Background: an optimization exercise with open tools, aiming at small area and a short achievable clock period. Do not read the settings as production practice. In this exercise RTL edits were held to simulation tests only and were not proved equivalent to the original. Power and IR drop assume default switching activity.

Design top_32bit, start of the top module:
module top_32bit(
    input               clk,
    input               we,
    input               reset,
    input      [31:0]   data,
    input      [1:0]    p_sel,
    input      [31:0]   P0,
    input      [31:0]   P1,
    output     [31:0]   P0_out,
    output     [31:0]   P1_out,
    output     [31:0]   data_out
  );
Settings: LEC_CHECK=0, ABC_AREA=1, CAP_MARGIN=20, CORE_MARGIN=2, CORE_UTILIZATION=60, SLEW_MARGIN=20, SYNTH_HIERARCHICAL=1; clock period 12.0 ns.
standard.sh (not shown) runs the stock make flow with config.mk's settings and CLKGATE_MAP_FILE= SYNTH_SCRIPT=/design/flow/synth_recipe.tcl, a recipe that flattens the netlist after the stock synthesis.
==> flow/flow/run.sh <==
#!/bin/bash
# The standard layout (the standard.sh, standard synthesis included) with:
#  - a clock tree of smaller buffers, larger sink clusters and no dummy loads;
#  - port buffers of buf_2 cells.
# make's own output goes to layout_make.log; each ORFS step logs under orfs/logs.
set -euo pipefail
bash standard.sh SETUP_SLACK_MARGIN=6.5 \
  'CTS_ARGS=-sink_clustering_enable -repair_clock_nets -dont_use_dummy_load -buf_list {sky130_fd_sc_hd__clkbuf_4 sky130_fd_sc_hd__clkbuf_8} -sink_clustering_size 16' \
  'BUFFER_PORTS_ARGS=-buffer_cell sky130_fd_sc_hd__buf_2' \
  finish > layout_make.log 2>&1
Change:
--- a/flow/config.mk
+++ b/flow/config.mk
@@ -6,8 +6,7 @@
 export NUM_CORES = 4
 export LEC_CHECK = 0
-export ABC_AREA = 1
 export CAP_MARGIN = 20
 export CORE_MARGIN = 2
-export CORE_UTILIZATION = 60
+export CORE_UTILIZATION = 65
 export SLEW_MARGIN = 20
 export SYNTH_HIERARCHICAL = 1
After rerunning:
- wire length went down by a few percent
- worst hold slack is better by 0.016 ns
- setup slack is worse by 0.053 ns
- maximum frequency went down slightly
- register-to-register slack is better by 0.03 ns
Change:
--- a/flow/flow/run.sh
+++ b/flow/flow/run.sh
@@ -6,5 +6,5 @@
 set -euo pipefail
 bash standard.sh SETUP_SLACK_MARGIN=6.5 \
-  'CTS_ARGS=-sink_clustering_enable -repair_clock_nets -dont_use_dummy_load -buf_list {sky130_fd_sc_hd__clkbuf_4 sky130_fd_sc_hd__clkbuf_8} -sink_clustering_size 16' \
+  'CTS_ARGS=-sink_clustering_enable -repair_clock_nets -dont_use_dummy_load -buf_list {sky130_fd_sc_hd__clkbuf_4} -root_buf sky130_fd_sc_hd__clkbuf_16 -sink_clustering_size 12' \
   'BUFFER_PORTS_ARGS=-buffer_cell sky130_fd_sc_hd__buf_2' \
   finish > layout_make.log 2>&1
--- a/flow/config.mk
+++ b/flow/config.mk
@@ -8,5 +8,5 @@
 export CAP_MARGIN = 20
 export CORE_MARGIN = 2
-export CORE_UTILIZATION = 65
+export CORE_UTILIZATION = 60
 export SLEW_MARGIN = 20
 export SYNTH_HIERARCHICAL = 1
What happened: The new run finished with timing, DRC and antenna clean. Clock-buffer cell count climbs by 63. Die area climbs by 8.2%. Core utilization drops by 7.2 points. Non-clock buffer count drops by 27. Sequential share of layout area climbs by 0.63 points.

---

## violet
top_32bit again, from the RTL that the note above started with.
==> flow/config.mk <==
export PLATFORM = sky130hd
export DESIGN_NAME = top_32bit
export DESIGN_NICKNAME = top_32bit
export VERILOG_FILES = /design/flow/design.v
export SDC_FILE = /design/flow/constraint.sdc
export NUM_CORES = 4
export LEC_CHECK = 0
export CAP_MARGIN = 20
export CORE_MARGIN = 2
export CORE_UTILIZATION = 60
export SLEW_MARGIN = 20
export SYNTH_HIERARCHICAL = 1
==> flow/constraint.sdc <==
create_clock -name core_clock -period 12.0 [get_ports {clk}]
set_input_delay 2.4000 -clock core_clock [delete_from_list [all_inputs] [get_ports {clk}]]
set_output_delay 2.4000 -clock core_clock [all_outputs]
set_load 0.01 [all_outputs]
==> flow/flow/run.sh <==
#!/bin/bash
# The standard layout (the standard.sh, standard synthesis included) with:
#  - a clock tree of smaller buffers, larger sink clusters and no dummy loads;
#  - port buffers of buf_2 cells.
# make's own output goes to layout_make.log; each ORFS step logs under orfs/logs.
set -euo pipefail
bash standard.sh SETUP_SLACK_MARGIN=7.0 \
  'CTS_ARGS=-sink_clustering_enable -repair_clock_nets -dont_use_dummy_load -buf_list {sky130_fd_sc_hd__clkbuf_4 sky130_fd_sc_hd__clkbuf_8} -sink_clustering_size 16' \
  'BUFFER_PORTS_ARGS=-buffer_cell sky130_fd_sc_hd__buf_2' \
  finish > layout_make.log 2>&1
The final layout from violet, which completed every stage, passed the timing, DRC and antenna checks at the end of the flow.
Changes in amber relative to violet:
--- a/flow/flow/run.sh
+++ b/flow/flow/run.sh
@@ -5,5 +5,5 @@
 # make's own output goes to layout_make.log; each ORFS step logs under orfs/logs.
 set -euo pipefail
-bash standard.sh SETUP_SLACK_MARGIN=7.0 \
+bash standard.sh SETUP_SLACK_MARGIN=6.0 \
   'CTS_ARGS=-sink_clustering_enable -repair_clock_nets -dont_use_dummy_load -buf_list {sky130_fd_sc_hd__clkbuf_4 sky130_fd_sc_hd__clkbuf_8} -sink_clustering_size 16' \
   'BUFFER_PORTS_ARGS=-buffer_cell sky130_fd_sc_hd__buf_2' \
==> notes.md <==
Measured against amber, the combinational power of violet comes out at 1.3 times the reference value. Relative to violet, sequential share of layout area increased by 3.8 points in amber. Lower maximum number of pins on one net before global-route repair goes to amber over violet. Area occupied by registers of amber is on par with violet. Going from violet to amber, the number of design-rule violations left by the first detailed-router iteration was found to have gone down by 323. [compare] base=violet new=amber: net total in the final layout went down 199, final wirelength shows a reduction of 12,000 um, final critical path time including I/O delays and setup went up 0.36 ns.
Changes in tundra relative to amber:
==> flow/flow/run.sh <==
#!/bin/bash
set -euo pipefail
bash standard.sh SETUP_SLACK_MARGIN=6.5 finish > layout_make.log 2>&1
Findings:
Measured against tundra, the maximum number of pins on one net before global-route repair of amber comes out at 0.935 times the reference value.
tundra vs amber, pin slew with the least headroom to its limit went down by 0.061 ns.
On sequential share of layout area: tundra sits below amber.
Diff amber -> tundra: cell leakage power increased 11%, internal power consumption increased about 20%.
On source-to-sink clock delay at the later pin of the worst-skew pair: between tundra and amber, it ends up higher for amber.
diff inputs: tundra => pepper
Settings: swapping 60 for 70 in CORE_UTILIZATION.
==> flow/flow/run.sh <==
#!/bin/bash
# The standard layout (the standard.sh, standard synthesis included) with:
#  - a clock tree of smaller buffers, larger sink clusters and no dummy loads;
#  - port buffers of buf_2 cells.
# make's own output goes to layout_make.log; each ORFS step logs under orfs/logs.
set -euo pipefail
bash standard.sh SETUP_SLACK_MARGIN=6.5 \
  'CTS_ARGS=-sink_clustering_enable -repair_clock_nets -dont_use_dummy_load -buf_list {sky130_fd_sc_hd__clkbuf_4 sky130_fd_sc_hd__clkbuf_8} -sink_clustering_size 16' \
  'BUFFER_PORTS_ARGS=-buffer_cell sky130_fd_sc_hd__buf_2' \
  finish > layout_make.log 2>&1
==> comparison <==
pepper ran in full, but the layout does not pass; the checks complain about max-capacitance violations, max-slew violations.
[compare] base=tundra new=pepper: number of remaining DRC errors saw little to no change; cell-internal power fell 0.00096 W; multi-input gate area in the final layout went down by 520 um^2; final cell count -about 5%; clock tree buffer count of the final layout +6.4%.
Of tundra and pepper, pepper shows the higher number of stages on the worst setup path, with tundra below it.
Going from tundra to pepper, number of slew-limit violations in the final report has increased, delay of the slowest critical-path stage moved up, die area down 10,000 um^2, layout overhead on the synthesized area down 7.3 points.

==> afterwards: timing with drivers on the ports <==
No port has a modelled driver above. Below, the same layouts with a new extraction and two added sets of constraints.
Step 1 sets driving cells, clkbuf_16 on the clock port and buf_2 on the other inputs (assumed; they add their load-dependent delay and slew).
Step 2 also shifts input and output timing later by t, the mid clock arrival at the registers, as if the neighbouring blocks saw the same clock.
Three values: no drivers, after step 1, after step 2; two values: the first two.
| run | t (ns) | slack for setup (ns) | cell pins on the clock port's net |
|---|---|---|---|
| the first run of note 1 | 0.845 | 6.365 / 6.304 / 5.541 | 1 |
| the second run of note 1 | 0.825 | 6.312 / 6.247 / 5.422 | 1 |
| the third run of note 1 | 0.771 | 6.370 / 6.373 / 5.608 | 1 |
| violet | 0.839 | 6.384 / 6.316 / 5.623 | 1 |
| amber | 0.818 | 6.020 / 6.032 / 5.248 | 1 |
| tundra | 0.716 | 6.351 / 6.329 / 5.652 | 1 |
| pepper | 0.803 | 5.740 / 5.743 / 4.940 | 1 |
The setup slack of the second run of note 1, which loses most, moves by -0.065 ns with the drivers and by -0.890 ns with both steps.
